From an optimization exercise on the open Yosys and OpenROAD flow, aimed at small area; shortcuts taken in it are not production practice. Function was checked by simulation only, so behaviour that the tests miss may differ from the original.

==> design.v <==
module mac_fa(input a, input b, input c, output s, output co);
   assign s = a ^ b ^ c;
   assign co = (a & b) | (a & c) | (b & c);
endmodule
module mac_ha(input a, input b, output s, output co);
   assign s = a ^ b;
   assign co = a & b;
endmodule
module mac(input [23:0] a, input [23:0] b, input [49:0] accin, output [49:0] sum);
   wire [24:0] bb = {b, 1'b0};
   wire [11:0] one, two, neg;
   wire [24:0] pp [0:11];
   genvar i, j;
   generate for (i = 0; i < 12; i = i + 1) begin : g_enc
      assign neg[i] = bb[2*i+2];
      assign one[i] = bb[2*i+1] ^ bb[2*i];
      assign two[i] = (bb[2*i+2] & ~bb[2*i+1] & ~bb[2*i]) | (~bb[2*i+2] & bb[2*i+1] & bb[2*i]);
      assign pp[i][0] = (one[i] & a[0]) ^ neg[i];
      for (j = 1; j < 24; j = j + 1) begin : g_pp
         assign pp[i][j] = ((one[i] & a[j]) | (two[i] & a[j-1])) ^ neg[i];
      end
      assign pp[i][24] = ~(((one[i] & a[23]) | (two[i] & a[23])) ^ neg[i]);
   end endgenerate
   wire wrap = (a == 24'h800000) & (b == 24'h800000);
   wire hs1, hc2; mac_ha u_hs1(.a(pp[0][22]), .b(pp[1][20]), .s(hs1), .co(hc2));
   wire hs3, hc4; mac_ha u_hs3(.a(pp[0][23]), .b(pp[1][21]), .s(hs3), .co(hc4));
   wire hs5, hc6; mac_ha u_hs5(.a(pp[0][24]), .b(pp[1][22]), .s(hs5), .co(hc6));
   wire hs7, hc8; mac_ha u_hs7(.a(pp[0][14]), .b(pp[1][12]), .s(hs7), .co(hc8));
   wire hs9, hc10; mac_ha u_hs9(.a(pp[0][15]), .b(pp[1][13]), .s(hs9), .co(hc10));
   wire fs11, fc12; mac_fa u_fs11(.a(pp[0][16]), .b(pp[1][14]), .c(pp[2][12]), .s(fs11), .co(fc12));
   wire hs13, hc14; mac_ha u_hs13(.a(pp[3][10]), .b(pp[4][8]), .s(hs13), .co(hc14));
   wire fs15, fc16; mac_fa u_fs15(.a(pp[0][17]), .b(pp[1][15]), .c(pp[2][13]), .s(fs15), .co(fc16));
   wire hs17, hc18; mac_ha u_hs17(.a(pp[3][11]), .b(pp[4][9]), .s(hs17), .co(hc18));
   wire fs19, fc20; mac_fa u_fs19(.a(pp[0][18]), .b(pp[1][16]), .c(pp[2][14]), .s(fs19), .co(fc20));
   wire fs21, fc22; mac_fa u_fs21(.a(pp[3][12]), .b(pp[4][10]), .c(pp[5][8]), .s(fs21), .co(fc22));
   wire hs23, hc24; mac_ha u_hs23(.a(pp[6][6]), .b(pp[7][4]), .s(hs23), .co(hc24));
   wire fs25, fc26; mac_fa u_fs25(.a(pp[0][19]), .b(pp[1][17]), .c(pp[2][15]), .s(fs25), .co(fc26));
   wire fs27, fc28; mac_fa u_fs27(.a(pp[3][13]), .b(pp[4][11]), .c(pp[5][9]), .s(fs27), .co(fc28));
   wire hs29, hc30; mac_ha u_hs29(.a(pp[6][7]), .b(pp[7][5]), .s(hs29), .co(hc30));
   wire fs31, fc32; mac_fa u_fs31(.a(pp[0][20]), .b(pp[1][18]), .c(pp[2][16]), .s(fs31), .co(fc32));
   wire fs33, fc34; mac_fa u_fs33(.a(pp[3][14]), .b(pp[4][12]), .c(pp[5][10]), .s(fs33), .co(fc34));
   wire fs35, fc36; mac_fa u_fs35(.a(pp[6][8]), .b(pp[7][6]), .c(pp[8][4]), .s(fs35), .co(fc36));
   wire hs37, hc38; mac_ha u_hs37(.a(pp[9][2]), .b(pp[10][0]), .s(hs37), .co(hc38));
   wire fs39, fc40; mac_fa u_fs39(.a(pp[0][21]), .b(pp[1][19]), .c(pp[2][17]), .s(fs39), .co(fc40));
   wire fs41, fc42; mac_fa u_fs41(.a(pp[3][15]), .b(pp[4][13]), .c(pp[5][11]), .s(fs41), .co(fc42));
   wire fs43, fc44; mac_fa u_fs43(.a(pp[6][9]), .b(pp[7][7]), .c(pp[8][5]), .s(fs43), .co(fc44));
   wire hs45, hc46; mac_ha u_hs45(.a(pp[9][3]), .b(pp[10][1]), .s(hs45), .co(hc46));
   wire fs47, fc48; mac_fa u_fs47(.a(hs1), .b(pp[2][18]), .c(pp[3][16]), .s(fs47), .co(fc48));
   wire fs49, fc50; mac_fa u_fs49(.a(pp[4][14]), .b(pp[5][12]), .c(pp[6][10]), .s(fs49), .co(fc50));
   wire fs51, fc52; mac_fa u_fs51(.a(pp[7][8]), .b(pp[8][6]), .c(pp[9][4]), .s(fs51), .co(fc52));
   wire fs53, fc54; mac_fa u_fs53(.a(pp[10][2]), .b(pp[11][0]), .c(neg[11]), .s(fs53), .co(fc54));
   wire fs55, fc56; mac_fa u_fs55(.a(hc2), .b(hs3), .c(pp[2][19]), .s(fs55), .co(fc56));
   wire fs57, fc58; mac_fa u_fs57(.a(pp[3][17]), .b(pp[4][15]), .c(pp[5][13]), .s(fs57), .co(fc58));
   wire fs59, fc60; mac_fa u_fs59(.a(pp[6][11]), .b(pp[7][9]), .c(pp[8][7]), .s(fs59), .co(fc60));
   wire fs61, fc62; mac_fa u_fs61(.a(pp[9][5]), .b(pp[10][3]), .c(pp[11][1]), .s(fs61), .co(fc62));
   wire fs63, fc64; mac_fa u_fs63(.a(hc4), .b(hs5), .c(pp[2][20]), .s(fs63), .co(fc64));
   wire fs65, fc66; mac_fa u_fs65(.a(pp[3][18]), .b(pp[4][16]), .c(pp[5][14]), .s(fs65), .co(fc66));
   wire fs67, fc68; mac_fa u_fs67(.a(pp[6][12]), .b(pp[7][10]), .c(pp[8][8]), .s(fs67), .co(fc68));
   wire fs69, fc70; mac_fa u_fs69(.a(pp[9][6]), .b(pp[10][4]), .c(pp[11][2]), .s(fs69), .co(fc70));
   wire fs71, fc72; mac_fa u_fs71(.a(hc6), .b(pp[1][23]), .c(pp[2][21]), .s(fs71), .co(fc72));
   wire fs73, fc74; mac_fa u_fs73(.a(pp[3][19]), .b(pp[4][17]), .c(pp[5][15]), .s(fs73), .co(fc74));
   wire fs75, fc76; mac_fa u_fs75(.a(pp[6][13]), .b(pp[7][11]), .c(pp[8][9]), .s(fs75), .co(fc76));
   wire fs77, fc78; mac_fa u_fs77(.a(pp[9][7]), .b(pp[10][5]), .c(pp[11][3]), .s(fs77), .co(fc78));
   wire fs79, fc80; mac_fa u_fs79(.a(pp[1][24]), .b(pp[2][22]), .c(pp[3][20]), .s(fs79), .co(fc80));
   wire fs81, fc82; mac_fa u_fs81(.a(pp[4][18]), .b(pp[5][16]), .c(pp[6][14]), .s(fs81), .co(fc82));
   wire fs83, fc84; mac_fa u_fs83(.a(pp[7][12]), .b(pp[8][10]), .c(pp[9][8]), .s(fs83), .co(fc84));
   wire hs85, hc86; mac_ha u_hs85(.a(pp[10][6]), .b(pp[11][4]), .s(hs85), .co(hc86));
   wire fs87, fc88; mac_fa u_fs87(.a(pp[2][23]), .b(pp[3][21]), .c(pp[4][19]), .s(fs87), .co(fc88));
   wire fs89, fc90; mac_fa u_fs89(.a(pp[5][17]), .b(pp[6][15]), .c(pp[7][13]), .s(fs89), .co(fc90));
   wire fs91, fc92; mac_fa u_fs91(.a(pp[8][11]), .b(pp[9][9]), .c(pp[10][7]), .s(fs91), .co(fc92));
   wire fs93, fc94; mac_fa u_fs93(.a(pp[2][24]), .b(pp[3][22]), .c(pp[4][20]), .s(fs93), .co(fc94));
   wire fs95, fc96; mac_fa u_fs95(.a(pp[5][18]), .b(pp[6][16]), .c(pp[7][14]), .s(fs95), .co(fc96));
   wire hs97, hc98; mac_ha u_hs97(.a(pp[8][12]), .b(pp[9][10]), .s(hs97), .co(hc98));
   wire fs99, fc100; mac_fa u_fs99(.a(pp[3][23]), .b(pp[4][21]), .c(pp[5][19]), .s(fs99), .co(fc100));
   wire fs101, fc102; mac_fa u_fs101(.a(pp[6][17]), .b(pp[7][15]), .c(pp[8][13]), .s(fs101), .co(fc102));
   wire fs103, fc104; mac_fa u_fs103(.a(pp[3][24]), .b(pp[4][22]), .c(pp[5][20]), .s(fs103), .co(fc104));
   wire hs105, hc106; mac_ha u_hs105(.a(pp[6][18]), .b(pp[7][16]), .s(hs105), .co(hc106));
   wire fs107, fc108; mac_fa u_fs107(.a(pp[4][23]), .b(pp[5][21]), .c(pp[6][19]), .s(fs107), .co(fc108));
   wire hs109, hc110; mac_ha u_hs109(.a(pp[4][24]), .b(pp[5][22]), .s(hs109), .co(hc110));
   wire hs111, hc112; mac_ha u_hs111(.a(pp[0][8]), .b(pp[1][6]), .s(hs111), .co(hc112));
   wire hs113, hc114; mac_ha u_hs113(.a(pp[0][9]), .b(pp[1][7]), .s(hs113), .co(hc114));
   wire fs115, fc116; mac_fa u_fs115(.a(pp[0][10]), .b(pp[1][8]), .c(pp[2][6]), .s(fs115), .co(fc116));
   wire hs117, hc118; mac_ha u_hs117(.a(pp[3][4]), .b(pp[4][2]), .s(hs117), .co(hc118));
   wire fs119, fc120; mac_fa u_fs119(.a(pp[0][11]), .b(pp[1][9]), .c(pp[2][7]), .s(fs119), .co(fc120));
   wire hs121, hc122; mac_ha u_hs121(.a(pp[3][5]), .b(pp[4][3]), .s(hs121), .co(hc122));
   wire fs123, fc124; mac_fa u_fs123(.a(pp[0][12]), .b(pp[1][10]), .c(pp[2][8]), .s(fs123), .co(fc124));
   wire fs125, fc126; mac_fa u_fs125(.a(pp[3][6]), .b(pp[4][4]), .c(pp[5][2]), .s(fs125), .co(fc126));
   wire hs127, hc128; mac_ha u_hs127(.a(pp[6][0]), .b(neg[6]), .s(hs127), .co(hc128));
   wire fs129, fc130; mac_fa u_fs129(.a(pp[0][13]), .b(pp[1][11]), .c(pp[2][9]), .s(fs129), .co(fc130));
   wire fs131, fc132; mac_fa u_fs131(.a(pp[3][7]), .b(pp[4][5]), .c(pp[5][3]), .s(fs131), .co(fc132));
   wire hs133, hc134; mac_ha u_hs133(.a(pp[6][1]), .b(accin[13]), .s(hs133), .co(hc134));
   wire fs135, fc136; mac_fa u_fs135(.a(hs7), .b(pp[2][10]), .c(pp[3][8]), .s(fs135), .co(fc136));
   wire fs137, fc138; mac_fa u_fs137(.a(pp[4][6]), .b(pp[5][4]), .c(pp[6][2]), .s(fs137), .co(fc138));
   wire fs139, fc140; mac_fa u_fs139(.a(pp[7][0]), .b(neg[7]), .c(accin[14]), .s(fs139), .co(fc140));
   wire fs141, fc142; mac_fa u_fs141(.a(hc8), .b(hs9), .c(pp[2][11]), .s(fs141), .co(fc142));
   wire fs143, fc144; mac_fa u_fs143(.a(pp[3][9]), .b(pp[4][7]), .c(pp[5][5]), .s(fs143), .co(fc144));
   wire fs145, fc146; mac_fa u_fs145(.a(pp[6][3]), .b(pp[7][1]), .c(accin[15]), .s(fs145), .co(fc146));
   wire fs147, fc148; mac_fa u_fs147(.a(hc10), .b(fs11), .c(hs13), .s(fs147), .co(fc148));
   wire fs149, fc150; mac_fa u_fs149(.a(pp[5][6]), .b(pp[6][4]), .c(pp[7][2]), .s(fs149), .co(fc150));
   wire fs151, fc152; mac_fa u_fs151(.a(pp[8][0]), .b(neg[8]), .c(accin[16]), .s(fs151), .co(fc152));
   wire fs153, fc154; mac_fa u_fs153(.a(fc12), .b(hc14), .c(fs15), .s(fs153), .co(fc154));
   wire fs155, fc156; mac_fa u_fs155(.a(hs17), .b(pp[5][7]), .c(pp[6][5]), .s(fs155), .co(fc156));
   wire fs157, fc158; mac_fa u_fs157(.a(pp[7][3]), .b(pp[8][1]), .c(accin[17]), .s(fs157), .co(fc158));
   wire fs159, fc160; mac_fa u_fs159(.a(fc16), .b(hc18), .c(fs19), .s(fs159), .co(fc160));
   wire fs161, fc162; mac_fa u_fs161(.a(fs21), .b(hs23), .c(pp[8][2]), .s(fs161), .co(fc162));
   wire fs163, fc164; mac_fa u_fs163(.a(pp[9][0]), .b(neg[9]), .c(accin[18]), .s(fs163), .co(fc164));
   wire fs165, fc166; mac_fa u_fs165(.a(fc20), .b(fc22), .c(hc24), .s(fs165), .co(fc166));
   wire fs167, fc168; mac_fa u_fs167(.a(fs25), .b(fs27), .c(hs29), .s(fs167), .co(fc168));
   wire fs169, fc170; mac_fa u_fs169(.a(pp[8][3]), .b(pp[9][1]), .c(accin[19]), .s(fs169), .co(fc170));
   wire fs171, fc172; mac_fa u_fs171(.a(fc26), .b(fc28), .c(hc30), .s(fs171), .co(fc172));
   wire fs173, fc174; mac_fa u_fs173(.a(fs31), .b(fs33), .c(fs35), .s(fs173), .co(fc174));
   wire fs175, fc176; mac_fa u_fs175(.a(hs37), .b(neg[10]), .c(accin[20]), .s(fs175), .co(fc176));
   wire fs177, fc178; mac_fa u_fs177(.a(fc32), .b(fc34), .c(fc36), .s(fs177), .co(fc178));
   wire fs179, fc180; mac_fa u_fs179(.a(hc38), .b(fs39), .c(fs41), .s(fs179), .co(fc180));
   wire fs181, fc182; mac_fa u_fs181(.a(fs43), .b(hs45), .c(accin[21]), .s(fs181), .co(fc182));
   wire fs183, fc184; mac_fa u_fs183(.a(fc40), .b(fc42), .c(fc44), .s(fs183), .co(fc184));
   wire fs185, fc186; mac_fa u_fs185(.a(hc46), .b(fs47), .c(fs49), .s(fs185), .co(fc186));
   wire fs187, fc188; mac_fa u_fs187(.a(fs51), .b(fs53), .c(accin[22]), .s(fs187), .co(fc188));
   wire fs189, fc190; mac_fa u_fs189(.a(fc48), .b(fc50), .c(fc52), .s(fs189), .co(fc190));
   wire fs191, fc192; mac_fa u_fs191(.a(fc54), .b(fs55), .c(fs57), .s(fs191), .co(fc192));
   wire fs193, fc194; mac_fa u_fs193(.a(fs59), .b(fs61), .c(accin[23]), .s(fs193), .co(fc194));
   wire fs195, fc196; mac_fa u_fs195(.a(fc56), .b(fc58), .c(fc60), .s(fs195), .co(fc196));
   wire fs197, fc198; mac_fa u_fs197(.a(fc62), .b(fs63), .c(fs65), .s(fs197), .co(fc198));
   wire fs199, fc200; mac_fa u_fs199(.a(fs67), .b(fs69), .c(accin[24]), .s(fs199), .co(fc200));
   wire fs201, fc202; mac_fa u_fs201(.a(fc64), .b(fc66), .c(fc68), .s(fs201), .co(fc202));
   wire fs203, fc204; mac_fa u_fs203(.a(fc70), .b(fs71), .c(fs73), .s(fs203), .co(fc204));
   wire fs205, fc206; mac_fa u_fs205(.a(fs75), .b(fs77), .c(accin[25]), .s(fs205), .co(fc206));
   wire fs207, fc208; mac_fa u_fs207(.a(fc72), .b(fc74), .c(fc76), .s(fs207), .co(fc208));
   wire fs209, fc210; mac_fa u_fs209(.a(fc78), .b(fs79), .c(fs81), .s(fs209), .co(fc210));
   wire fs211, fc212; mac_fa u_fs211(.a(fs83), .b(hs85), .c(accin[26]), .s(fs211), .co(fc212));
   wire fs213, fc214; mac_fa u_fs213(.a(fc80), .b(fc82), .c(fc84), .s(fs213), .co(fc214));
   wire fs215, fc216; mac_fa u_fs215(.a(hc86), .b(fs87), .c(fs89), .s(fs215), .co(fc216));
   wire fs217, fc218; mac_fa u_fs217(.a(fs91), .b(pp[11][5]), .c(accin[27]), .s(fs217), .co(fc218));
   wire fs219, fc220; mac_fa u_fs219(.a(fc88), .b(fc90), .c(fc92), .s(fs219), .co(fc220));
   wire fs221, fc222; mac_fa u_fs221(.a(fs93), .b(fs95), .c(hs97), .s(fs221), .co(fc222));
   wire fs223, fc224; mac_fa u_fs223(.a(pp[10][8]), .b(pp[11][6]), .c(accin[28]), .s(fs223), .co(fc224));
   wire fs225, fc226; mac_fa u_fs225(.a(fc94), .b(fc96), .c(hc98), .s(fs225), .co(fc226));
   wire fs227, fc228; mac_fa u_fs227(.a(fs99), .b(fs101), .c(pp[9][11]), .s(fs227), .co(fc228));
   wire fs229, fc230; mac_fa u_fs229(.a(pp[10][9]), .b(pp[11][7]), .c(accin[29]), .s(fs229), .co(fc230));
   wire fs231, fc232; mac_fa u_fs231(.a(fc100), .b(fc102), .c(fs103), .s(fs231), .co(fc232));
   wire fs233, fc234; mac_fa u_fs233(.a(hs105), .b(pp[8][14]), .c(pp[9][12]), .s(fs233), .co(fc234));
   wire fs235, fc236; mac_fa u_fs235(.a(pp[10][10]), .b(pp[11][8]), .c(accin[30]), .s(fs235), .co(fc236));
   wire fs237, fc238; mac_fa u_fs237(.a(fc104), .b(hc106), .c(fs107), .s(fs237), .co(fc238));
   wire fs239, fc240; mac_fa u_fs239(.a(pp[7][17]), .b(pp[8][15]), .c(pp[9][13]), .s(fs239), .co(fc240));
   wire fs241, fc242; mac_fa u_fs241(.a(pp[10][11]), .b(pp[11][9]), .c(accin[31]), .s(fs241), .co(fc242));
   wire fs243, fc244; mac_fa u_fs243(.a(fc108), .b(hs109), .c(pp[6][20]), .s(fs243), .co(fc244));
   wire fs245, fc246; mac_fa u_fs245(.a(pp[7][18]), .b(pp[8][16]), .c(pp[9][14]), .s(fs245), .co(fc246));
   wire fs247, fc248; mac_fa u_fs247(.a(pp[10][12]), .b(pp[11][10]), .c(accin[32]), .s(fs247), .co(fc248));
   wire fs249, fc250; mac_fa u_fs249(.a(hc110), .b(pp[5][23]), .c(pp[6][21]), .s(fs249), .co(fc250));
   wire fs251, fc252; mac_fa u_fs251(.a(pp[7][19]), .b(pp[8][17]), .c(pp[9][15]), .s(fs251), .co(fc252));
   wire fs253, fc254; mac_fa u_fs253(.a(pp[10][13]), .b(pp[11][11]), .c(accin[33]), .s(fs253), .co(fc254));
   wire fs255, fc256; mac_fa u_fs255(.a(pp[5][24]), .b(pp[6][22]), .c(pp[7][20]), .s(fs255), .co(fc256));
   wire fs257, fc258; mac_fa u_fs257(.a(pp[8][18]), .b(pp[9][16]), .c(pp[10][14]), .s(fs257), .co(fc258));
   wire hs259, hc260; mac_ha u_hs259(.a(pp[11][12]), .b(accin[34]), .s(hs259), .co(hc260));
   wire fs261, fc262; mac_fa u_fs261(.a(pp[6][23]), .b(pp[7][21]), .c(pp[8][19]), .s(fs261), .co(fc262));
   wire fs263, fc264; mac_fa u_fs263(.a(pp[9][17]), .b(pp[10][15]), .c(pp[11][13]), .s(fs263), .co(fc264));
   wire fs265, fc266; mac_fa u_fs265(.a(pp[6][24]), .b(pp[7][22]), .c(pp[8][20]), .s(fs265), .co(fc266));
   wire hs267, hc268; mac_ha u_hs267(.a(pp[9][18]), .b(pp[10][16]), .s(hs267), .co(hc268));
   wire fs269, fc270; mac_fa u_fs269(.a(pp[7][23]), .b(pp[8][21]), .c(pp[9][19]), .s(fs269), .co(fc270));
   wire hs271, hc272; mac_ha u_hs271(.a(pp[7][24]), .b(pp[8][22]), .s(hs271), .co(hc272));
   wire hs273, hc274; mac_ha u_hs273(.a(pp[0][4]), .b(pp[1][2]), .s(hs273), .co(hc274));
   wire hs275, hc276; mac_ha u_hs275(.a(pp[0][5]), .b(pp[1][3]), .s(hs275), .co(hc276));
   wire fs277, fc278; mac_fa u_fs277(.a(pp[0][6]), .b(pp[1][4]), .c(pp[2][2]), .s(fs277), .co(fc278));
   wire hs279, hc280; mac_ha u_hs279(.a(pp[3][0]), .b(neg[3]), .s(hs279), .co(hc280));
   wire fs281, fc282; mac_fa u_fs281(.a(pp[0][7]), .b(pp[1][5]), .c(pp[2][3]), .s(fs281), .co(fc282));
   wire hs283, hc284; mac_ha u_hs283(.a(pp[3][1]), .b(accin[7]), .s(hs283), .co(hc284));
   wire fs285, fc286; mac_fa u_fs285(.a(hs111), .b(pp[2][4]), .c(pp[3][2]), .s(fs285), .co(fc286));
   wire fs287, fc288; mac_fa u_fs287(.a(pp[4][0]), .b(neg[4]), .c(accin[8]), .s(fs287), .co(fc288));
   wire fs289, fc290; mac_fa u_fs289(.a(hc112), .b(hs113), .c(pp[2][5]), .s(fs289), .co(fc290));
   wire fs291, fc292; mac_fa u_fs291(.a(pp[3][3]), .b(pp[4][1]), .c(accin[9]), .s(fs291), .co(fc292));
   wire fs293, fc294; mac_fa u_fs293(.a(hc114), .b(fs115), .c(hs117), .s(fs293), .co(fc294));
   wire fs295, fc296; mac_fa u_fs295(.a(pp[5][0]), .b(neg[5]), .c(accin[10]), .s(fs295), .co(fc296));
   wire fs297, fc298; mac_fa u_fs297(.a(fc116), .b(hc118), .c(fs119), .s(fs297), .co(fc298));
   wire fs299, fc300; mac_fa u_fs299(.a(hs121), .b(pp[5][1]), .c(accin[11]), .s(fs299), .co(fc300));
   wire fs301, fc302; mac_fa u_fs301(.a(fc120), .b(hc122), .c(fs123), .s(fs301), .co(fc302));
   wire fs303, fc304; mac_fa u_fs303(.a(fs125), .b(hs127), .c(accin[12]), .s(fs303), .co(fc304));
   wire fs305, fc306; mac_fa u_fs305(.a(fc124), .b(fc126), .c(hc128), .s(fs305), .co(fc306));
   wire fs307, fc308; mac_fa u_fs307(.a(fs129), .b(fs131), .c(hs133), .s(fs307), .co(fc308));
   wire fs309, fc310; mac_fa u_fs309(.a(fc130), .b(fc132), .c(hc134), .s(fs309), .co(fc310));
   wire fs311, fc312; mac_fa u_fs311(.a(fs135), .b(fs137), .c(fs139), .s(fs311), .co(fc312));
   wire fs313, fc314; mac_fa u_fs313(.a(fc136), .b(fc138), .c(fc140), .s(fs313), .co(fc314));
   wire fs315, fc316; mac_fa u_fs315(.a(fs141), .b(fs143), .c(fs145), .s(fs315), .co(fc316));
   wire fs317, fc318; mac_fa u_fs317(.a(fc142), .b(fc144), .c(fc146), .s(fs317), .co(fc318));
   wire fs319, fc320; mac_fa u_fs319(.a(fs147), .b(fs149), .c(fs151), .s(fs319), .co(fc320));
   wire fs321, fc322; mac_fa u_fs321(.a(fc148), .b(fc150), .c(fc152), .s(fs321), .co(fc322));
   wire fs323, fc324; mac_fa u_fs323(.a(fs153), .b(fs155), .c(fs157), .s(fs323), .co(fc324));
   wire fs325, fc326; mac_fa u_fs325(.a(fc154), .b(fc156), .c(fc158), .s(fs325), .co(fc326));
   wire fs327, fc328; mac_fa u_fs327(.a(fs159), .b(fs161), .c(fs163), .s(fs327), .co(fc328));
   wire fs329, fc330; mac_fa u_fs329(.a(fc160), .b(fc162), .c(fc164), .s(fs329), .co(fc330));
   wire fs331, fc332; mac_fa u_fs331(.a(fs165), .b(fs167), .c(fs169), .s(fs331), .co(fc332));
   wire fs333, fc334; mac_fa u_fs333(.a(fc166), .b(fc168), .c(fc170), .s(fs333), .co(fc334));
   wire fs335, fc336; mac_fa u_fs335(.a(fs171), .b(fs173), .c(fs175), .s(fs335), .co(fc336));
   wire fs337, fc338; mac_fa u_fs337(.a(fc172), .b(fc174), .c(fc176), .s(fs337), .co(fc338));
   wire fs339, fc340; mac_fa u_fs339(.a(fs177), .b(fs179), .c(fs181), .s(fs339), .co(fc340));
   wire fs341, fc342; mac_fa u_fs341(.a(fc178), .b(fc180), .c(fc182), .s(fs341), .co(fc342));
   wire fs343, fc344; mac_fa u_fs343(.a(fs183), .b(fs185), .c(fs187), .s(fs343), .co(fc344));
   wire fs345, fc346; mac_fa u_fs345(.a(fc184), .b(fc186), .c(fc188), .s(fs345), .co(fc346));
   wire fs347, fc348; mac_fa u_fs347(.a(fs189), .b(fs191), .c(fs193), .s(fs347), .co(fc348));
   wire fs349, fc350; mac_fa u_fs349(.a(fc190), .b(fc192), .c(fc194), .s(fs349), .co(fc350));
   wire fs351, fc352; mac_fa u_fs351(.a(fs195), .b(fs197), .c(fs199), .s(fs351), .co(fc352));
   wire fs353, fc354; mac_fa u_fs353(.a(fc196), .b(fc198), .c(fc200), .s(fs353), .co(fc354));
   wire fs355, fc356; mac_fa u_fs355(.a(fs201), .b(fs203), .c(fs205), .s(fs355), .co(fc356));
   wire fs357, fc358; mac_fa u_fs357(.a(fc202), .b(fc204), .c(fc206), .s(fs357), .co(fc358));
   wire fs359, fc360; mac_fa u_fs359(.a(fs207), .b(fs209), .c(fs211), .s(fs359), .co(fc360));
   wire fs361, fc362; mac_fa u_fs361(.a(fc208), .b(fc210), .c(fc212), .s(fs361), .co(fc362));
   wire fs363, fc364; mac_fa u_fs363(.a(fs213), .b(fs215), .c(fs217), .s(fs363), .co(fc364));
   wire fs365, fc366; mac_fa u_fs365(.a(fc214), .b(fc216), .c(fc218), .s(fs365), .co(fc366));
   wire fs367, fc368; mac_fa u_fs367(.a(fs219), .b(fs221), .c(fs223), .s(fs367), .co(fc368));
   wire fs369, fc370; mac_fa u_fs369(.a(fc220), .b(fc222), .c(fc224), .s(fs369), .co(fc370));
   wire fs371, fc372; mac_fa u_fs371(.a(fs225), .b(fs227), .c(fs229), .s(fs371), .co(fc372));
   wire fs373, fc374; mac_fa u_fs373(.a(fc226), .b(fc228), .c(fc230), .s(fs373), .co(fc374));
   wire fs375, fc376; mac_fa u_fs375(.a(fs231), .b(fs233), .c(fs235), .s(fs375), .co(fc376));
   wire fs377, fc378; mac_fa u_fs377(.a(fc232), .b(fc234), .c(fc236), .s(fs377), .co(fc378));
   wire fs379, fc380; mac_fa u_fs379(.a(fs237), .b(fs239), .c(fs241), .s(fs379), .co(fc380));
   wire fs381, fc382; mac_fa u_fs381(.a(fc238), .b(fc240), .c(fc242), .s(fs381), .co(fc382));
   wire fs383, fc384; mac_fa u_fs383(.a(fs243), .b(fs245), .c(fs247), .s(fs383), .co(fc384));
   wire fs385, fc386; mac_fa u_fs385(.a(fc244), .b(fc246), .c(fc248), .s(fs385), .co(fc386));
   wire fs387, fc388; mac_fa u_fs387(.a(fs249), .b(fs251), .c(fs253), .s(fs387), .co(fc388));
   wire fs389, fc390; mac_fa u_fs389(.a(fc250), .b(fc252), .c(fc254), .s(fs389), .co(fc390));
   wire fs391, fc392; mac_fa u_fs391(.a(fs255), .b(fs257), .c(hs259), .s(fs391), .co(fc392));
   wire fs393, fc394; mac_fa u_fs393(.a(fc256), .b(fc258), .c(hc260), .s(fs393), .co(fc394));
   wire fs395, fc396; mac_fa u_fs395(.a(fs261), .b(fs263), .c(accin[35]), .s(fs395), .co(fc396));
   wire fs397, fc398; mac_fa u_fs397(.a(fc262), .b(fc264), .c(fs265), .s(fs397), .co(fc398));
   wire fs399, fc400; mac_fa u_fs399(.a(hs267), .b(pp[11][14]), .c(accin[36]), .s(fs399), .co(fc400));
   wire fs401, fc402; mac_fa u_fs401(.a(fc266), .b(hc268), .c(fs269), .s(fs401), .co(fc402));
   wire fs403, fc404; mac_fa u_fs403(.a(pp[10][17]), .b(pp[11][15]), .c(accin[37]), .s(fs403), .co(fc404));
   wire fs405, fc406; mac_fa u_fs405(.a(fc270), .b(hs271), .c(pp[9][20]), .s(fs405), .co(fc406));
   wire fs407, fc408; mac_fa u_fs407(.a(pp[10][18]), .b(pp[11][16]), .c(accin[38]), .s(fs407), .co(fc408));
   wire fs409, fc410; mac_fa u_fs409(.a(hc272), .b(pp[8][23]), .c(pp[9][21]), .s(fs409), .co(fc410));
   wire fs411, fc412; mac_fa u_fs411(.a(pp[10][19]), .b(pp[11][17]), .c(accin[39]), .s(fs411), .co(fc412));
   wire fs413, fc414; mac_fa u_fs413(.a(pp[8][24]), .b(pp[9][22]), .c(pp[10][20]), .s(fs413), .co(fc414));
   wire hs415, hc416; mac_ha u_hs415(.a(pp[11][18]), .b(accin[40]), .s(hs415), .co(hc416));
   wire fs417, fc418; mac_fa u_fs417(.a(pp[9][23]), .b(pp[10][21]), .c(pp[11][19]), .s(fs417), .co(fc418));
   wire hs419, hc420; mac_ha u_hs419(.a(pp[9][24]), .b(pp[10][22]), .s(hs419), .co(hc420));
   wire hs421, hc422; mac_ha u_hs421(.a(pp[0][2]), .b(pp[1][0]), .s(hs421), .co(hc422));
   wire hs423, hc424; mac_ha u_hs423(.a(pp[0][3]), .b(pp[1][1]), .s(hs423), .co(hc424));
   wire fs425, fc426; mac_fa u_fs425(.a(hs273), .b(pp[2][0]), .c(neg[2]), .s(fs425), .co(fc426));
   wire fs427, fc428; mac_fa u_fs427(.a(hc274), .b(hs275), .c(pp[2][1]), .s(fs427), .co(fc428));
   wire fs429, fc430; mac_fa u_fs429(.a(hc276), .b(fs277), .c(hs279), .s(fs429), .co(fc430));
   wire fs431, fc432; mac_fa u_fs431(.a(fc278), .b(hc280), .c(fs281), .s(fs431), .co(fc432));
   wire fs433, fc434; mac_fa u_fs433(.a(fc282), .b(hc284), .c(fs285), .s(fs433), .co(fc434));
   wire fs435, fc436; mac_fa u_fs435(.a(fc286), .b(fc288), .c(fs289), .s(fs435), .co(fc436));
   wire fs437, fc438; mac_fa u_fs437(.a(fc290), .b(fc292), .c(fs293), .s(fs437), .co(fc438));
   wire fs439, fc440; mac_fa u_fs439(.a(fc294), .b(fc296), .c(fs297), .s(fs439), .co(fc440));
   wire fs441, fc442; mac_fa u_fs441(.a(fc298), .b(fc300), .c(fs301), .s(fs441), .co(fc442));
   wire fs443, fc444; mac_fa u_fs443(.a(fc302), .b(fc304), .c(fs305), .s(fs443), .co(fc444));
   wire fs445, fc446; mac_fa u_fs445(.a(fc306), .b(fc308), .c(fs309), .s(fs445), .co(fc446));
   wire fs447, fc448; mac_fa u_fs447(.a(fc310), .b(fc312), .c(fs313), .s(fs447), .co(fc448));
   wire fs449, fc450; mac_fa u_fs449(.a(fc314), .b(fc316), .c(fs317), .s(fs449), .co(fc450));
   wire fs451, fc452; mac_fa u_fs451(.a(fc318), .b(fc320), .c(fs321), .s(fs451), .co(fc452));
   wire fs453, fc454; mac_fa u_fs453(.a(fc322), .b(fc324), .c(fs325), .s(fs453), .co(fc454));
   wire fs455, fc456; mac_fa u_fs455(.a(fc326), .b(fc328), .c(fs329), .s(fs455), .co(fc456));
   wire fs457, fc458; mac_fa u_fs457(.a(fc330), .b(fc332), .c(fs333), .s(fs457), .co(fc458));
   wire fs459, fc460; mac_fa u_fs459(.a(fc334), .b(fc336), .c(fs337), .s(fs459), .co(fc460));
   wire fs461, fc462; mac_fa u_fs461(.a(fc338), .b(fc340), .c(fs341), .s(fs461), .co(fc462));
   wire fs463, fc464; mac_fa u_fs463(.a(fc342), .b(fc344), .c(fs345), .s(fs463), .co(fc464));
   wire fs465, fc466; mac_fa u_fs465(.a(fc346), .b(fc348), .c(fs349), .s(fs465), .co(fc466));
   wire fs467, fc468; mac_fa u_fs467(.a(fc350), .b(fc352), .c(fs353), .s(fs467), .co(fc468));
   wire fs469, fc470; mac_fa u_fs469(.a(fc354), .b(fc356), .c(fs357), .s(fs469), .co(fc470));
   wire fs471, fc472; mac_fa u_fs471(.a(fc358), .b(fc360), .c(fs361), .s(fs471), .co(fc472));
   wire fs473, fc474; mac_fa u_fs473(.a(fc362), .b(fc364), .c(fs365), .s(fs473), .co(fc474));
   wire fs475, fc476; mac_fa u_fs475(.a(fc366), .b(fc368), .c(fs369), .s(fs475), .co(fc476));
   wire fs477, fc478; mac_fa u_fs477(.a(fc370), .b(fc372), .c(fs373), .s(fs477), .co(fc478));
   wire fs479, fc480; mac_fa u_fs479(.a(fc374), .b(fc376), .c(fs377), .s(fs479), .co(fc480));
   wire fs481, fc482; mac_fa u_fs481(.a(fc378), .b(fc380), .c(fs381), .s(fs481), .co(fc482));
   wire fs483, fc484; mac_fa u_fs483(.a(fc382), .b(fc384), .c(fs385), .s(fs483), .co(fc484));
   wire fs485, fc486; mac_fa u_fs485(.a(fc386), .b(fc388), .c(fs389), .s(fs485), .co(fc486));
   wire fs487, fc488; mac_fa u_fs487(.a(fc390), .b(fc392), .c(fs393), .s(fs487), .co(fc488));
   wire fs489, fc490; mac_fa u_fs489(.a(fc394), .b(fc396), .c(fs397), .s(fs489), .co(fc490));
   wire fs491, fc492; mac_fa u_fs491(.a(fc398), .b(fc400), .c(fs401), .s(fs491), .co(fc492));
   wire fs493, fc494; mac_fa u_fs493(.a(fc402), .b(fc404), .c(fs405), .s(fs493), .co(fc494));
   wire fs495, fc496; mac_fa u_fs495(.a(fc406), .b(fc408), .c(fs409), .s(fs495), .co(fc496));
   wire fs497, fc498; mac_fa u_fs497(.a(fc410), .b(fc412), .c(fs413), .s(fs497), .co(fc498));
   wire fs499, fc500; mac_fa u_fs499(.a(fc414), .b(hc416), .c(fs417), .s(fs499), .co(fc500));
   wire fs501, fc502; mac_fa u_fs501(.a(fc418), .b(hs419), .c(pp[11][20]), .s(fs501), .co(fc502));
   wire fs503, fc504; mac_fa u_fs503(.a(hc420), .b(pp[10][23]), .c(pp[11][21]), .s(fs503), .co(fc504));
   wire hs505, hc506; mac_ha u_hs505(.a(pp[10][24]), .b(pp[11][22]), .s(hs505), .co(hc506));
   wire hs507, hc508; mac_ha u_hs507(.a(pp[0][0]), .b(neg[0]), .s(hs507), .co(hc508));
   wire hs509, hc510; mac_ha u_hs509(.a(pp[0][1]), .b(accin[1]), .s(hs509), .co(hc510));
   wire fs511, fc512; mac_fa u_fs511(.a(hs421), .b(neg[1]), .c(accin[2]), .s(fs511), .co(fc512));
   wire fs513, fc514; mac_fa u_fs513(.a(hc422), .b(hs423), .c(accin[3]), .s(fs513), .co(fc514));
   wire fs515, fc516; mac_fa u_fs515(.a(hc424), .b(fs425), .c(accin[4]), .s(fs515), .co(fc516));
   wire fs517, fc518; mac_fa u_fs517(.a(fc426), .b(fs427), .c(accin[5]), .s(fs517), .co(fc518));
   wire fs519, fc520; mac_fa u_fs519(.a(fc428), .b(fs429), .c(accin[6]), .s(fs519), .co(fc520));
   wire fs521, fc522; mac_fa u_fs521(.a(fc430), .b(fs431), .c(hs283), .s(fs521), .co(fc522));
   wire fs523, fc524; mac_fa u_fs523(.a(fc432), .b(fs433), .c(fs287), .s(fs523), .co(fc524));
   wire fs525, fc526; mac_fa u_fs525(.a(fc434), .b(fs435), .c(fs291), .s(fs525), .co(fc526));
   wire fs527, fc528; mac_fa u_fs527(.a(fc436), .b(fs437), .c(fs295), .s(fs527), .co(fc528));
   wire fs529, fc530; mac_fa u_fs529(.a(fc438), .b(fs439), .c(fs299), .s(fs529), .co(fc530));
   wire fs531, fc532; mac_fa u_fs531(.a(fc440), .b(fs441), .c(fs303), .s(fs531), .co(fc532));
   wire fs533, fc534; mac_fa u_fs533(.a(fc442), .b(fs443), .c(fs307), .s(fs533), .co(fc534));
   wire fs535, fc536; mac_fa u_fs535(.a(fc444), .b(fs445), .c(fs311), .s(fs535), .co(fc536));
   wire fs537, fc538; mac_fa u_fs537(.a(fc446), .b(fs447), .c(fs315), .s(fs537), .co(fc538));
   wire fs539, fc540; mac_fa u_fs539(.a(fc448), .b(fs449), .c(fs319), .s(fs539), .co(fc540));
   wire fs541, fc542; mac_fa u_fs541(.a(fc450), .b(fs451), .c(fs323), .s(fs541), .co(fc542));
   wire fs543, fc544; mac_fa u_fs543(.a(fc452), .b(fs453), .c(fs327), .s(fs543), .co(fc544));
   wire fs545, fc546; mac_fa u_fs545(.a(fc454), .b(fs455), .c(fs331), .s(fs545), .co(fc546));
   wire fs547, fc548; mac_fa u_fs547(.a(fc456), .b(fs457), .c(fs335), .s(fs547), .co(fc548));
   wire fs549, fc550; mac_fa u_fs549(.a(fc458), .b(fs459), .c(fs339), .s(fs549), .co(fc550));
   wire fs551, fc552; mac_fa u_fs551(.a(fc460), .b(fs461), .c(fs343), .s(fs551), .co(fc552));
   wire fs553, fc554; mac_fa u_fs553(.a(fc462), .b(fs463), .c(fs347), .s(fs553), .co(fc554));
   wire fs555, fc556; mac_fa u_fs555(.a(fc464), .b(fs465), .c(fs351), .s(fs555), .co(fc556));
   wire fs557, fc558; mac_fa u_fs557(.a(fc466), .b(fs467), .c(fs355), .s(fs557), .co(fc558));
   wire fs559, fc560; mac_fa u_fs559(.a(fc468), .b(fs469), .c(fs359), .s(fs559), .co(fc560));
   wire fs561, fc562; mac_fa u_fs561(.a(fc470), .b(fs471), .c(fs363), .s(fs561), .co(fc562));
   wire fs563, fc564; mac_fa u_fs563(.a(fc472), .b(fs473), .c(fs367), .s(fs563), .co(fc564));
   wire fs565, fc566; mac_fa u_fs565(.a(fc474), .b(fs475), .c(fs371), .s(fs565), .co(fc566));
   wire fs567, fc568; mac_fa u_fs567(.a(fc476), .b(fs477), .c(fs375), .s(fs567), .co(fc568));
   wire fs569, fc570; mac_fa u_fs569(.a(fc478), .b(fs479), .c(fs379), .s(fs569), .co(fc570));
   wire fs571, fc572; mac_fa u_fs571(.a(fc480), .b(fs481), .c(fs383), .s(fs571), .co(fc572));
   wire fs573, fc574; mac_fa u_fs573(.a(fc482), .b(fs483), .c(fs387), .s(fs573), .co(fc574));
   wire fs575, fc576; mac_fa u_fs575(.a(fc484), .b(fs485), .c(fs391), .s(fs575), .co(fc576));
   wire fs577, fc578; mac_fa u_fs577(.a(fc486), .b(fs487), .c(fs395), .s(fs577), .co(fc578));
   wire fs579, fc580; mac_fa u_fs579(.a(fc488), .b(fs489), .c(fs399), .s(fs579), .co(fc580));
   wire fs581, fc582; mac_fa u_fs581(.a(fc490), .b(fs491), .c(fs403), .s(fs581), .co(fc582));
   wire fs583, fc584; mac_fa u_fs583(.a(fc492), .b(fs493), .c(fs407), .s(fs583), .co(fc584));
   wire fs585, fc586; mac_fa u_fs585(.a(fc494), .b(fs495), .c(fs411), .s(fs585), .co(fc586));
   wire fs587, fc588; mac_fa u_fs587(.a(fc496), .b(fs497), .c(hs415), .s(fs587), .co(fc588));
   wire fs589, fc590; mac_fa u_fs589(.a(fc498), .b(fs499), .c(accin[41]), .s(fs589), .co(fc590));
   wire fs591, fc592; mac_fa u_fs591(.a(fc500), .b(fs501), .c(accin[42]), .s(fs591), .co(fc592));
   wire fs593, fc594; mac_fa u_fs593(.a(fc502), .b(fs503), .c(accin[43]), .s(fs593), .co(fc594));
   wire fs595, fc596; mac_fa u_fs595(.a(fc504), .b(hs505), .c(accin[44]), .s(fs595), .co(fc596));
   wire fs597, fc598; mac_fa u_fs597(.a(hc506), .b(pp[11][23]), .c(accin[45]), .s(fs597), .co(fc598));
   wire hs599, hc600; mac_ha u_hs599(.a(pp[11][24]), .b(accin[46]), .s(hs599), .co(hc600));
   wire hs601, hc602; mac_ha u_hs601(.a(accin[47]), .b(wrap), .s(hs601), .co(hc602));
   wire hs603, hc604; mac_ha u_hs603(.a(accin[48]), .b(wrap), .s(hs603), .co(hc604));
   wire hs605, hc606; mac_ha u_hs605(.a(accin[49]), .b(wrap), .s(hs605), .co(hc606));
   wire [49:0] ra = {hc604, hc602, hc600, fc598, fc596, fc594, fc592, fc590, fc588, fc586, fc584, fc582, fc580, fc578, fc576, fc574, fc572, fc570, fc568, fc566, fc564, fc562, fc560, fc558, fc556, fc554, fc552, fc550, fc548, fc546, fc544, fc542, fc540, fc538, fc536, fc534, fc532, fc530, fc528, fc526, fc524, fc522, fc520, fc518, fc516, fc514, fc512, hc510, hc508, hs507};
   wire [49:0] rb = {hs605, hs603, hs601, hs599, fs597, fs595, fs593, fs591, fs589, fs587, fs585, fs583, fs581, fs579, fs577, fs575, fs573, fs571, fs569, fs567, fs565, fs563, fs561, fs559, fs557, fs555, fs553, fs551, fs549, fs547, fs545, fs543, fs541, fs539, fs537, fs535, fs533, fs531, fs529, fs527, fs525, fs523, fs521, fs519, fs517, fs515, fs513, fs511, hs509, accin[0]};
   assign sum = ra + rb;
endmodule
module mrfm_dsp
  (input clock,
   input reset,
   input enable,
   input serial_strobe,
   input [6:0] serial_addr,
   input [31:0] serial_data,
   input [11:0] rx_a_a,
   input [11:0] rx_b_a,
   output [15:0] adc_out,
   output [15:0] filt_out,
   output strobe_out);
   reg        k0nz, k1nz;
   reg [7:0]  rate_0, rate_1;
   reg [4:0]  shift;           
   wire       wr_decim = serial_strobe & (serial_addr == 7'd64);
   wire       wr_coeff = serial_strobe & (serial_addr == 7'd67);
   wire       wr_shift = serial_strobe & (serial_addr == 7'd68);
   wire       wr_k0    = serial_strobe & (serial_addr == 7'd75);
   wire       wr_k1    = serial_strobe & (serial_addr == 7'd76);
   always @(posedge clock)
     if (reset) begin
        k0nz <= 1'b0;
        k1nz <= 1'b0;
        rate_0 <= 8'd0;
        rate_1 <= 8'd0;
        shift <= 5'd0;
     end else begin
        if (wr_k0) k0nz <= |serial_data;
        if (wr_k1) k1nz <= |serial_data;
        if (wr_decim) begin
           rate_0 <= serial_data[7:0];
           rate_1 <= serial_data[15:8];
        end
        if (wr_shift)
          shift <= (serial_data[7:0] > 8'd22) ? 5'd0 : serial_data[4:0];
     end
   wire [16:0] sum_extend = (k0nz ? {rx_a_a[11], rx_a_a, 4'b0} : 17'd0)
                          + (k1nz ? {rx_b_a[11], rx_b_a, 4'b0} : 17'd0);
   wire        in_range = sum_extend[16] == sum_extend[15];
   reg [15:0]  adc0;
   always @(posedge clock)
     adc0 <= in_range ? sum_extend[15:0] : {sum_extend[16], {15{~sum_extend[16]}}};
   assign adc_out = adc0;
   reg [7:0]  cnt0, cnt1;
   wire       strobe_0 = (cnt0 == 8'd0) & enable;
   wire       strobe_1 = (cnt1 == 8'd0) & enable & strobe_0;
   assign strobe_out = strobe_1;
   always @(posedge clock)
     if (reset | ~enable)
       cnt0 <= 8'd0;
     else if (cnt0 == 8'd0)
       cnt0 <= rate_0;
     else
       cnt0 <= cnt0 - 8'd1;
   always @(posedge clock)
     if (reset | ~enable)
       cnt1 <= 8'd0;
     else if (strobe_0)
       if (cnt1 == 8'd0)
         cnt1 <= rate_1;
       else
         cnt1 <= cnt1 - 8'd1;
   reg [3:0]  phase;
   always @(posedge clock)
     if (reset | strobe_1)
       phase <= 4'd0;
     else if (phase != 4'd15)
       phase <= phase + 4'd1;
   reg [23:0] c1, c2, c3, c4, c5, c7, c8, c9, c10, c11;
   wire [23:0] cdata = reset ? 24'd0 : serial_data[23:0];
   wire [3:0]  caddr = serial_data[27:24];
   always @(posedge clock) begin
      if (reset | (wr_coeff & (caddr == 4'd1)))  c1  <= cdata;
      if (reset | (wr_coeff & (caddr == 4'd2)))  c2  <= cdata;
      if (reset | (wr_coeff & (caddr == 4'd3)))  c3  <= cdata;
      if (reset | (wr_coeff & (caddr == 4'd4)))  c4  <= cdata;
      if (reset | (wr_coeff & (caddr == 4'd5)))  c5  <= cdata;
      if (reset | (wr_coeff & (caddr == 4'd7)))  c7  <= cdata;
      if (reset | (wr_coeff & (caddr == 4'd8)))  c8  <= cdata;
      if (reset | (wr_coeff & (caddr == 4'd9)))  c9  <= cdata;
      if (reset | (wr_coeff & (caddr == 4'd10))) c10 <= cdata;
      if (reset | (wr_coeff & (caddr == 4'd11))) c11 <= cdata;
   end
   reg [23:0] cread;
   always @*
     case (phase)
       4'd0:  cread = c1;
       4'd1:  cread = c2;
       4'd2:  cread = c3;
       4'd3:  cread = c4;
       4'd4:  cread = c5;
       4'd6:  cread = c7;
       4'd7:  cread = c8;
       4'd8:  cread = c9;
       4'd9:  cread = c10;
       4'd10: cread = c11;
       default: cread = 24'd0;
     endcase
   reg [23:0] cq;
   always @(posedge clock)
     cq <= cread;
   reg [15:0] x0, x1, x2;        
   reg [23:0] y1a, y1b;          
   reg [23:0] y2a, y2b;          
   reg [49:0] acc;
   wire [23:0] scaled;
   reg         v1, v2;
   always @(posedge clock)
     if (reset) begin
        v1 <= 1'b0;
        v2 <= 1'b0;
     end else if (phase == 4'd14) begin
        v1 <= 1'b1;
        v2 <= v1;
     end
   always @(posedge clock)
     if (phase == 4'd0) begin
        x0 <= adc0;
        x1 <= x0;
        x2 <= x1;
     end
   always @(posedge clock)
     if (phase == 4'd7) begin
        y1a <= scaled;
        y1b <= y1a;
     end
   always @(posedge clock)
     if (phase == 4'd14) begin
        y2a <= scaled;
        y2b <= y2a;
     end
   assign filt_out = y2a[23:8] & {16{v1}};
   wire        s_x2  = (phase == 4'd1) & v2;
   wire        s_x1  = (phase == 4'd2) & v1;
   wire        s_x0  = (phase == 4'd3);
   wire        s_y1b = ((phase == 4'd4) | (phase == 4'd7)) & v2 | (phase == 4'd8) & v1;
   wire        s_y1a = (phase == 4'd5) & v1 | (phase == 4'd9);
   wire        s_y2b = (phase == 4'd10) & v2;
   wire        s_y2a = (phase == 4'd11) & v1;
   wire [23:0] opa = ({24{s_x2}} & {x2, 8'd0}) | ({24{s_x1}} & {x1, 8'd0}) | ({24{s_x0}} & {x0, 8'd0})
                   | ({24{s_y1b}} & y1b) | ({24{s_y1a}} & y1a)
                   | ({24{s_y2b}} & y2b) | ({24{s_y2a}} & y2a);
   wire [49:0] sum;
   wire [49:0] accin = (phase == 4'd1) ? 50'h2000002000000 :
                       (phase == 4'd7) ? 50'h1aaaaad000000 : acc;
   mac u_mac(.a(opa), .b(cq), .accin(accin), .sum(sum));
   always @(posedge clock)
     acc <= sum;
   wire [4:0]  shift_now = (wr_shift & (phase == 4'd7))
                           ? ((serial_data[7:0] > 8'd22) ? 5'd0 : serial_data[4:0])
                           : shift;
   wire [21:0] below;            
   genvar      gi;
   generate
      for (gi = 0; gi < 22; gi = gi + 1) begin : g_therm
         assign below[gi] = (shift_now > gi);
      end
   endgenerate
   wire        neg = acc[49];
   wire        sticky = |(acc[21:0] & below);
   wire [25:0] diff = acc[48:23] ^ {26{neg}};
   wire        over = |(diff[21:0] & ~below) | |diff[25:22];
   wire [45:0] shifted = acc[45:0] >> shift_now;
   wire [23:0] rounded = shifted[23:0] + {23'd0, neg & sticky};
   assign scaled = over ? {neg, {23{~neg}}} : rounded;
endmodule  
==> run.sh <==
#!/bin/bash
# synth_recipe.tcl (not shown) runs the flow's synth.tcl, then flattens the netlist and writes it again
# the make line also repeats each setting of config.mk as NAME=value (left out here)
make -C /OpenROAD-flow-scripts/flow DESIGN_CONFIG=/design/flow/config.mk WORK_HOME=/design/flow/orfs CLKGATE_MAP_FILE= SYNTH_SCRIPT=/design/flow/synth_recipe.tcl finish
==> config.mk <==
export PLATFORM = sky130hd
export DESIGN_NAME = mrfm_dsp
export DESIGN_NICKNAME = mrfm_dsp
export VERILOG_FILES = /design/flow/design.v
export SDC_FILE = /design/flow/constraint.sdc
export NUM_CORES = 4
export LEC_CHECK = 0
export ABC_AREA = 1
export CAP_MARGIN = 20
export CORE_MARGIN = 2
export CORE_UTILIZATION = 65
export CTS_BUF_LIST = sky130_fd_sc_hd__clkbuf_4 sky130_fd_sc_hd__clkbuf_8
export SLEW_MARGIN = 20
==> constraint.sdc <==
create_clock -name core_clock -period 10.0 [get_ports {clock}]
set_input_delay 2.0000 -clock core_clock [delete_from_list [all_inputs] [get_ports {clock}]]
set_output_delay 2.0000 -clock core_clock [all_outputs]
set_load 0.01 [all_outputs]
==> results.yml <==
sta:
  setup-tns-final_ps: 0
  hold_viol_final: 0
  finalSetupViolations: 0
  period_share: 0.837
  tightest_slew_ps: 1270
  worst_clock_skew_ps: 70.6
  max_freq_ghz: 0.119
  maxSlewHeadroom: 0.153
  slew_viol_final: 0
  fin_ws_ps: 1630
  period_minus_slack_ps: 8370
  rsz0062_at_grt: "false"
synth:
  synth_commonest_cells: "nand2_1, inv_1, nand3_1"
  synth_area_per_cell_um2: 8.63
  synthCells: 4482
  seq_area_frac_synth: 0.359
  netlist.area_leader.share: 0.291
  postSynth.asyncResetShare: 0
  synth_seq_cells: 507
  synth_cell_type_count: 50
  synth_edf_count: 375
  synth_ff_type: "edfxtp_1"
  synth.largest_area_cell: "edfxtp_1"
  synth_area_um2: 38700
  ys_warn_count: 2
  synth_nets: 4917
  ys_top_cells_by_area: "edfxtp_1, fa_1, xor2_1"
  synth_most_common_cell: "nand2_1"
placed_design:
  dpl-instance-area_um2: 40400
  dp_slack_ps: 1730
  io_buffers: 99
  dpl.hpwl_mm: 87.7
  globalplace.congestion: 1.05
grt:
  grt_overflow: 0
  antenna_found_initial: 4
  grt_usage: 0.415
  grt_pass1_vias: 32600
  grt_start_max_net_pins: 75
  grt_pass1_wl_mm: 190
critical_path:
  crit_fanout: 16
  crit_path_frequent_cell: "nand2_1"
  worstPathRequired_ps: 10640
  cp-start-kind: "flip-flop"
  worst_path_largest_cell_delay_ps: 670
  critPathCaptureType: "flip-flop"
  critPathKind: "flip-flop to flip-flop"
  cp_data_arrival_time_ps: 9010
  cpMaxStageDelayCell: "ha_1"
cts:
  cts_tree: "built"
  cts_max_path_buffers: 3
  root_buffer: "clkbuf_8"
  post_cts_resized: 0
  htreeDepth: 3
  numCtsBuffers: 82
  post_cts_buffers: 0
  clock_sinks: 507
  ctsHoldBuffers: 0
  clkLatencyLatePin_ps: 720
  path_clk_slew_ps: 60
drt:
  wl_per_cell_um: 23.6
  routed_wl_mm: 126
  drt_first_pass_iters: 8
  drc: 0
  drt-vias-per-instance: 6.28
  ant_nets: 0
  drt_iter0_markers: 4116
  vias: 33500
final_layout:
  stdcell_area_um2: 42200
  largest_reg_flops: 50
  regMostFlops: "acc"
  area_growth_pct: 9.08
  final_core_util: 0.716
  drive_above_1_share: 0.0671
  nFillCells: 4638
  fin_nets: 4931
run_status:
  outcome: "timing/DRC/antenna clean"
flow_run:
  drv_cap: 0
die:
  die_area_um2: 61500
  die-height_um: 248
  initial_utilization: 0.657
  io_pins: 100
  dieWidth_um: 248
  core-area_um2: 58900
  rows: 89
worst_hold_path:
  hp-class: "flip-flop to flip-flop"
==> final cells by class <==
type                       instances  area [um^2]  area share
antenna                            2         5.00    0.000119
clock buffer                     121         1480      0.0350
clock inverter                    29          305     0.00724
inverter                         652         2450      0.0581
multi-input combinational       3066        21400       0.508
sequential                       507        13900       0.330
tap                              773          967      0.0229
timing repair buffer             187         1660      0.0393
==> per-stage QoR <==
stage	hold WS (ps)	std cells
finish	403	5337
global route	440	5337
CTS	401	5334
detailed placement	417	5184
global placement	417	5184
floorplan	405	4482
==> cell families (layout without fill, tap and decap cells) <==
logic type,Yosys count,after routing,share of synthesized area
and+or+nand+nor,1560,1560,0.174
buffers and inverters,909,989,0.0907
AOI/OAI and AO/OA,760,760,0.121
DFF,507,507,0.359
xor gates and xnor gates,377,377,0.0854
adders and majority gates,368,368,0.169
muxes,1,1,0.000259
other,0,2,0
==> routing by layer <==
metal / part of all wire / routed length, um / up-vias / track usage
li1: - / - / 15100 / -
met3: 0.12 / 15400 / 485 / 0.117
met5: 0.00019 / 24 / - / 0
met2: 0.44 / 55700 / 2218 / 0.629
met1: 0.37 / 47100 / 15700 / 0.537
met4: 0.062 / 7840 / 4 / 0.234
==> worst max-delay path, delay by kind of cell (launching register included) <==
family / cells / cell delay [ps]
buffers and inverters: 7 / 1030
and+or+nand+nor: 13 / 2060
adders and majority gates: 7 / 3460
DFF: 1 / 350
xor gates and xnor gates: 2 / 290
AOI/OAI and AO/OA: 5 / 1110
==> worst paths after layout <==
| path | from | end | slack (ps) | depth (start not counted) |
|---|---|---|---|---|
| hold / removal | y2a[1] | y2b[1] | 400 | 0 |
| setup / recovery | phase[1] | acc[42] | 1630 | 34 |
| setup reg to reg | phase[1] | acc[42] | 1630 | 34 |
| hold reg to reg | y2a[1] | y2b[1] | 400 | 0 |
==> cells in the final DEF, fill, tap and decap left out, types with 11 or more instances in the layout <==
cell type        instances
clkinv_1                19
buf_4                   87
clkdlybuf4s50_1         99
a21oi_1                139
inv_1                  624
a32o_1                  25
a221oi_1                55
a31oi_1                 26
nor4_1                  12
xnor2_1                 37
nor2_1                 240
inv_2                   19
clkbuf_8                91
nor3_1                  24
o21ai_2                 12
o22ai_1                266
nand2_1                749
nand3_1                434
edfxtp_1               375
dfxtp_1                131
fa_1                   259
o21ai_0                172
xor2_1                 340
nand4_1                 58
ha_1                   108
clkbuf_4                30
nor2_2                  11

re-timing with driven ports:
How much do the figures lean on ideal ports? The routed layout below was timed once more, with nothing changed but the port constraints.
Step 1 assumes that a clkbuf_16 drives the clock port and a buf_2 every other input.
Step 2 times the ports against the registers' clock, not the clock port: input delays grow and output delays shrink by t, the midpoint of the rising clock arrivals with the driver on.
Three values: no drivers, after step 1, after step 2; two values: the first two.
t (ns): 0.752
setup WS [ns]: 1.631 / 1.631 / 1.631
latest minus earliest clock arrival (ns): 0.073 / 0.073
worst data-port slew with drivers (ns): 0.07
cell pins on the clock port's net: 1
After both steps this run still meets setup and hold. For this run, drivers alone change the setup slack by 0.000 ns; drivers and shift together by 0.000 ns.
